What follows belongs to an exercise in optimizing a design on an open flow for small area; a production flow would make more cautious choices.
In this exercise RTL edits were held to simulation tests only and were not proved equivalent to the original.
Power and IR drop assume default switching activity.

== lane 1 ==
==> flow/design.v (excerpt) <==
module pong_core(
	input			clk,
	input			rst,
	input			frame_tick,
	input			game_reset,
	input			p2_up,
	input			p2_down,
	input	[9:0]	hpos,
	input	[9:0]	vpos,
	input			active,
	output reg		pixel,
	output [12:0]	ball_x,
	output [12:0]	ball_y,
	output [12:0]	p1_y,
	output [12:0]	p2_y,
	output [3:0]	direction,
	output reg		goal_p1,
	output reg		goal_p2,
	output reg		nn_up,
	output reg		nn_down,
	output			nn_test
);
	reg [10:0] bx;		 
	reg [9:0]  by;		 
	reg [7:0]  pa;		 
	reg [7:0]  pb;		 
	reg [3:0]  dir;
	reg [4:0]  cnt;		 
	reg [3:0]  cd;		 
	reg [3:0]  cdp;		 
	assign ball_x = {1'b0, bx, 1'b0};
	assign ball_y = {2'b0, by, 1'b0};
	assign p1_y = {2'b0, pa, 3'b0};
	assign p2_y = {2'b0, pb, 3'b0};
	assign direction = dir;
	wire game_rst = game_reset | ((goal_p1 | goal_p2) & (cdp[3:1] == 3'd0));
	wire [7:0] pa_up = (pa <= 8'd36) ? 8'd35 : pa - 8'd2;
	wire [7:0] pa_dn = (pa >= 8'd204) ? 8'd205 : pa + 8'd2;
	wire [7:0] pb_up = (pb <= 8'd36) ? 8'd35 : pb - 8'd2;
	wire [7:0] pb_dn = (pb >= 8'd204) ? 8'd205 : pb + 8'd2;
  ...
Settings: LEC_CHECK=0, ABC_AREA=1, CAP_MARGIN=20, CORE_MARGIN=2, CORE_UTILIZATION=40, CTS_BUF_LIST=sky130_fd_sc_hd__clkbuf_8, SLEW_MARGIN=20; clock period 25.0 ns.
standard.sh (not shown) runs the stock make flow with config.mk's settings and CLKGATE_MAP_FILE= SYNTH_SCRIPT=/design/flow/synth_recipe.tcl, a recipe that flattens the netlist after the stock synthesis.
==> flow/flow/run.sh <==
#!/bin/bash
# The standard layout (the standard.sh), with one change to synthesis:
# arithmetic is left to ABC as plain logic (no extracted half/full-adder cells,
# no Kogge-Stone carry map) and ABC maps for area (flow/area.abc).
# Registers, their names and cell types are those of the standard synthesis.
set -euo pipefail
WORK=$(pwd)
FLOWDIR=$WORK/flow

# synthesis script: the standard flow's own, with ABC's script swapped for flow/area.abc
{
  printf 'proc abc {args} {\n'
  printf '  set i [lsearch -exact $args -script]\n'
  printf '  if {$i >= 0} { lset args [expr {$i + 1}] {%s} }\n' "$FLOWDIR/area.abc"
  printf '  yosys abc {*}$args\n'
  printf '}\n'
  cat "$WORK/synth_recipe.tcl"
} > "$WORK/area_synth.tcl"

# standard.sh with that script and without the adder maps
sed -e "s#SYNTH_SCRIPT=[^ ]*synth_recipe.tcl#SYNTH_SCRIPT=$WORK/area_synth.tcl#" \
    -e "s#CLKGATE_MAP_FILE= #CLKGATE_MAP_FILE= ADDER_MAP_FILE= SYNTH_OPERATIONS_ARGS=-noshare #" \
    "$WORK/standard.sh" > "$WORK/area_standard.sh"
grep -q "area_synth.tcl" "$WORK/area_standard.sh"
grep -q "ADDER_MAP_FILE= " "$WORK/area_standard.sh"

bash "$WORK/area_standard.sh" > "$WORK/flow_make.log" 2>&1
==> flow/flow/area.abc <==
strash
dch -f
amap
strash
dc2
dch -f
amap
strash
dch -f
amap
topo
stime -c
Inputs modified between lane 1 and lane 2:
Settings: a deleted ABC_AREA that had been 1; a deleted CTS_BUF_LIST that had been sky130_fd_sc_hd__clkbuf_8.
==> flow/flow/run.sh <==
#!/bin/bash
# The standard layout (the standard.sh) with these changes:
#  - synthesis leaves arithmetic to ABC as plain logic (no extracted
#    half/full-adder cells, no Kogge-Stone carry map) and ABC maps for
#    area (flow/area.abc); registers, their names and cell types are those
#    of the standard synthesis;
#  - the port buffers are the smallest buffer (buf_1) instead of
#    clkdlybuf4s50_1; every port still gets its own buffer;
#  - clock tree synthesis uses clkbuf_8 and no dummy loads.
set -euo pipefail
WORK=$(pwd)
FLOWDIR=$WORK/flow

# synthesis script: the standard flow's own, with ABC's script swapped for flow/area.abc
{
  printf 'proc abc {args} {\n'
  printf '  set i [lsearch -exact $args -script]\n'
  printf '  if {$i >= 0} { lset args [expr {$i + 1}] {%s} }\n' "$FLOWDIR/area.abc"
  printf '  yosys abc {*}$args\n'
  printf '}\n'
  cat "$WORK/synth_recipe.tcl"
} > "$WORK/area_synth.tcl"

EXTRA="ADDER_MAP_FILE= SYNTH_OPERATIONS_ARGS=-noshare"
EXTRA="$EXTRA 'BUFFER_PORTS_ARGS=-buffer_cell sky130_fd_sc_hd__buf_1'"
EXTRA="$EXTRA 'CTS_ARGS=-sink_clustering_enable -repair_clock_nets -dont_use_dummy_load -buf_list sky130_fd_sc_hd__clkbuf_8 -sink_clustering_size 24'"

sed -e "s#SYNTH_SCRIPT=[^ ]*synth_recipe.tcl#SYNTH_SCRIPT=$WORK/area_synth.tcl#" \
    -e "s#CLKGATE_MAP_FILE= #CLKGATE_MAP_FILE= $EXTRA #" \
    "$WORK/standard.sh" > "$WORK/area_standard.sh"
grep -q "area_synth.tcl" "$WORK/area_standard.sh"
grep -q "dont_use_dummy_load" "$WORK/area_standard.sh"

bash "$WORK/area_standard.sh" > "$WORK/flow_make.log" 2>&1
## What came out
Lane 2 completed; timing, DRC and antenna clean
On global-route usage, lane 2 and lane 1 are neck and neck.
On sequential cell count, lane 2 tracks lane 1 almost exactly.
Overall power after layout shrinks by a few percent when moving from lane 1 to lane 2.
Across both runs, share of total power in the clock network was lower for lane 2 than for lane 1.
The clock latency of the later-clocked register in the worst-skew pair on lane 1 is in line with that on lane 2.
Compared with lane 1, lane 2 instantiates a smaller number of cells.
> inputs changed (lane 2 -> lane 3)
-- flow/flow/run.sh --
<<< lane 2, line 22
} > "$WORK/area_synth.tcl"

EXTRA="ADDER_MAP_FILE= SYNTH_OPERATIONS_ARGS=-noshare"
EXTRA="$EXTRA 'BUFFER_PORTS_ARGS=-buffer_cell sky130_fd_sc_hd__buf_1'"
EXTRA="$EXTRA 'CTS_ARGS=-sink_clustering_enable -repair_clock_nets -dont_use_dummy_load -buf_list sky130_fd_sc_hd__clkbuf_8 -sink_clustering_size 24'"

sed -e "s#SYNTH_SCRIPT=[^ ]*synth_recipe.tcl#SYNTH_SCRIPT=$WORK/area_synth.tcl#" \
>>> lane 3, line 22
} > "$WORK/area_synth.tcl"

EXTRA="ADDER_MAP_FILE= SYNTH_OPERATIONS_ARGS=-noshare REMOVE_ABC_BUFFERS=1 'MIN_BUF_CELL_AND_PORTS=sky130_fd_sc_hd__buf_1 A X'"
EXTRA="$EXTRA 'BUFFER_PORTS_ARGS=-buffer_cell sky130_fd_sc_hd__buf_1'"
EXTRA="$EXTRA 'CTS_ARGS=-sink_clustering_enable -repair_clock_nets -dont_use_dummy_load -buf_list sky130_fd_sc_hd__clkbuf_8'"

sed -e "s#SYNTH_SCRIPT=[^ ]*synth_recipe.tcl#SYNTH_SCRIPT=$WORK/area_synth.tcl#" \
Results
Lane 3 completed; timing, DRC and antenna clean
Lane 2 → lane 3: core utilization climbed 0.19 points, fraction of met3 tracks used by global routing went up, final cell area excluding filler cells saw little to no change, vertical die dimension essentially unchanged, fraction of area in non-clock buffers closely matched the old numbers.
Instance count after placement with tap cells included: lane 3 vs lane 2, no meaningful difference
The inputs of lane 4 differ from those of lane 3 as listed below.
-- flow/flow/run.sh --
<<< lane 3, line 22
} > "$WORK/area_synth.tcl"

EXTRA="ADDER_MAP_FILE= SYNTH_OPERATIONS_ARGS=-noshare REMOVE_ABC_BUFFERS=1 'MIN_BUF_CELL_AND_PORTS=sky130_fd_sc_hd__buf_1 A X'"
EXTRA="$EXTRA 'BUFFER_PORTS_ARGS=-buffer_cell sky130_fd_sc_hd__buf_1'"
EXTRA="$EXTRA 'CTS_ARGS=-sink_clustering_enable -repair_clock_nets -dont_use_dummy_load -buf_list sky130_fd_sc_hd__clkbuf_8'"
>>> lane 4, line 22
} > "$WORK/area_synth.tcl"

EXTRA="ADDER_MAP_FILE= SYNTH_OPERATIONS_ARGS=-noshare"
EXTRA="$EXTRA 'BUFFER_PORTS_ARGS=-buffer_cell sky130_fd_sc_hd__buf_1'"
EXTRA="$EXTRA 'CTS_ARGS=-sink_clustering_enable -repair_clock_nets -dont_use_dummy_load -buf_list sky130_fd_sc_hd__clkbuf_8'"
Results
On cell area after layout, lane 4 and lane 3 are neck and neck.
In terms of global-route usage, lane 4 and lane 3 differ only marginally.
Lane 3 -> lane 4: unique cell type count in the Yosys netlist delta 0, exact match
Between lane 3 and lane 4, met2 usage in global routing increased.

========
Another version of the RTL of pong_core (not shown whole).
Size: ~89 I/O pins, ~0.010 mm² of cells after synthesis.
==> flow/design.v (excerpt) <==
module pong_core(
	input			clk,
	input			rst,
	input			frame_tick,
	input			game_reset,
	input			p2_up,
	input			p2_down,
	input	[9:0]	hpos,
	input	[9:0]	vpos,
	input			active,
	output reg		pixel,
	output [12:0]	ball_x,
	output [12:0]	ball_y,
	output [12:0]	p1_y,
	output [12:0]	p2_y,
	output [3:0]	direction,
	output reg		goal_p1,
	output reg		goal_p2,
	output reg		nn_up,
	output reg		nn_down,
	output			nn_test
);
	reg [10:0] bx;		 
	reg [9:0]  by;		 
	reg [7:0]  pa;		 
	reg [7:0]  pb;		 
	reg [3:0]  dir;
	reg [4:0]  cnt;		 
	reg [3:0]  cd;		 
	reg [3:0]  cdp;		 
	assign ball_x = {1'b0, bx, 1'b0};
	assign ball_y = {2'b0, by, 1'b0};
	assign p1_y = {2'b0, pa, 3'b0};
	assign p2_y = {2'b0, pb, 3'b0};
	assign direction = dir;
	wire game_rst = game_reset | ((goal_p1 | goal_p2) & (cdp[3:1] == 3'd0));
	wire [7:0] pa_up = (pa <= 8'd36) ? 8'd35 : pa - 8'd2;
	wire [7:0] pa_dn = (pa >= 8'd204) ? 8'd205 : pa + 8'd2;
	wire [7:0] pb_up = (pb <= 8'd36) ? 8'd35 : pb - 8'd2;
	wire [7:0] pb_dn = (pb >= 8'd204) ? 8'd205 : pb + 8'd2;
	wire signed [4:0] dxh = (dir == 4'd0) ? 5'sd0 : (dir == 4'd1) ? 5'sd3 : (dir == 4'd2) ? 5'sd6 : (dir == 4'd3) ? 5'sd9 : (dir == 4'd4) ? 5'sd12 : (dir == 4'd5) ? 5'sd9 : (dir == 4'd6) ? 5'sd6 : (dir == 4'd7) ? 5'sd3 : (dir == 4'd8) ? 5'sd0 : (dir == 4'd9) ? -5'sd3 : (dir == 4'd10) ? -5'sd6 : (dir == 4'd11) ? -5'sd9 : (dir == 4'd12) ? -5'sd12 : (dir == 4'd13) ? -5'sd9 : (dir == 4'd14) ? -5'sd6 : -5'sd3;
  ...
clock: 25.0 ns
lec_check: 0
cap_margin: 20
core_margin: 2
core_utilization: 40
slew_margin: 20
==> flow/flow/run.sh <==
#!/bin/bash
# The standard layout (the standard.sh) with these changes:
#  - synthesis leaves arithmetic to ABC as plain logic (no extracted
#    half/full-adder cells, no Kogge-Stone carry map) and ABC maps for
#    area (flow/area.abc); registers, their names and cell types are those
#    of the standard synthesis;
#  - the port buffers are the smallest buffer (buf_1) instead of
#    clkdlybuf4s50_1; every port still gets its own buffer;
#  - clock tree synthesis uses clkbuf_8 and no dummy loads.
set -euo pipefail
WORK=$(pwd)
FLOWDIR=$WORK/flow

# synthesis script: the standard flow's own, with ABC's script swapped for flow/area.abc
{
  printf 'proc abc {args} {\n'
  printf '  set i [lsearch -exact $args -script]\n'
  printf '  if {$i >= 0} { lset args [expr {$i + 1}] {%s} }\n' "$FLOWDIR/area.abc"
  printf '  yosys abc {*}$args\n'
  printf '}\n'
  cat "$WORK/synth_recipe.tcl"
} > "$WORK/area_synth.tcl"

EXTRA="ADDER_MAP_FILE= SYNTH_OPERATIONS_ARGS=-noshare"
EXTRA="$EXTRA 'BUFFER_PORTS_ARGS=-buffer_cell sky130_fd_sc_hd__buf_1'"
EXTRA="$EXTRA 'CTS_ARGS=-sink_clustering_enable -repair_clock_nets -dont_use_dummy_load -buf_list sky130_fd_sc_hd__clkbuf_16 -sink_buffer_max_cap_derate 0.5'"

sed -e "s#SYNTH_SCRIPT=[^ ]*synth_recipe.tcl#SYNTH_SCRIPT=$WORK/area_synth.tcl#" \
    -e "s#CLKGATE_MAP_FILE= #CLKGATE_MAP_FILE= $EXTRA #" \
    "$WORK/standard.sh" > "$WORK/area_standard.sh"
grep -q "area_synth.tcl" "$WORK/area_standard.sh"
grep -q "dont_use_dummy_load" "$WORK/area_standard.sh"

bash "$WORK/area_standard.sh" > "$WORK/flow_make.log" 2>&1
Scripts as last shown in full above: flow/flow/area.abc
Edit:
--- a/flow/flow/run.sh
+++ b/flow/flow/run.sh
@@ -3,5 +3,5 @@
 #  - synthesis leaves arithmetic to ABC as plain logic (no extracted
 #    half/full-adder cells, no Kogge-Stone carry map) and ABC maps for
-#    area (flow/area.abc); registers, their names and cell types are those
+#    area (flow/area.abc: &deepsyn then amap); registers, their names and cell types are those
 #    of the standard synthesis;
 #  - the port buffers are the smallest buffer (buf_1) instead of
@@ -24,5 +24,5 @@
 EXTRA="ADDER_MAP_FILE= SYNTH_OPERATIONS_ARGS=-noshare"
 EXTRA="$EXTRA 'BUFFER_PORTS_ARGS=-buffer_cell sky130_fd_sc_hd__buf_1'"
-EXTRA="$EXTRA 'CTS_ARGS=-sink_clustering_enable -repair_clock_nets -dont_use_dummy_load -buf_list sky130_fd_sc_hd__clkbuf_16 -sink_buffer_max_cap_derate 0.5'"
+EXTRA="$EXTRA 'CTS_ARGS=-sink_clustering_enable -repair_clock_nets -dont_use_dummy_load -buf_list sky130_fd_sc_hd__clkbuf_8'"
 
 sed -e "s#SYNTH_SCRIPT=[^ ]*synth_recipe.tcl#SYNTH_SCRIPT=$WORK/area_synth.tcl#" \
==> flow/flow/area.abc (replaced) <==
strash
&get -n
&deepsyn -T 180
&put
dch -f
amap
topo
stime -c
Outcome:
- die area is lower by a few percent
- final cell count shrinks by a few percent
- worst setup slack gains 460 ps
- total power went down by roughly a tenth
- routed wire length rises slightly
- non-clock buffer count fell by 9
- first-iteration DRC count goes up by well over a third

[port drivers added, routing unchanged]
The flow's constraints put no driver on any port. The routed layouts listed below were extracted and timed again, unchanged, in two steps.
Step 1, drivers: a clkbuf_16 drives clk and a buf_2 each remaining input, both assumed.
Step 2 moves the port delays by t, midway between the first and last clock arrival at a register: inputs arrive t later, outputs are due t later. That takes back most of the time a late clock gives input paths.
a / b / c = ideal / step 1 / step 2; a / b = the first two.
run | t, ns | setup slack, ns | hold WS [ns] | worst setup path at the end | worst register clock-pin slew, ns
lane 1 | 0.524 | 11.617 / 11.617 / 11.617 | 0.333 / 0.333 / 0.333 | register to register | 0.11 / 0.11
lane 2 | 0.495 | 11.202 / 11.202 / 11.202 | 0.311 / 0.311 / 0.311 | register to register | 0.11 / 0.11
lane 3 | 0.498 | 11.328 / 11.328 / 11.328 | 0.316 / 0.316 / 0.316 | register to register | 0.11 / 0.11
lane 4 | 0.495 | 11.202 / 11.202 / 11.202 | 0.311 / 0.311 / 0.311 | register to register | 0.11 / 0.11
the first run of note 2 | 0.469 | 12.583 / 12.583 / 12.583 | 0.305 / 0.305 / 0.305 | register to register | 0.07 / 0.07
the second run of note 2 | 0.501 | 13.039 / 13.039 / 13.039 | 0.326 / 0.326 / 0.326 | register to register | 0.10 / 0.10
After both steps every run listed still meets setup and hold.
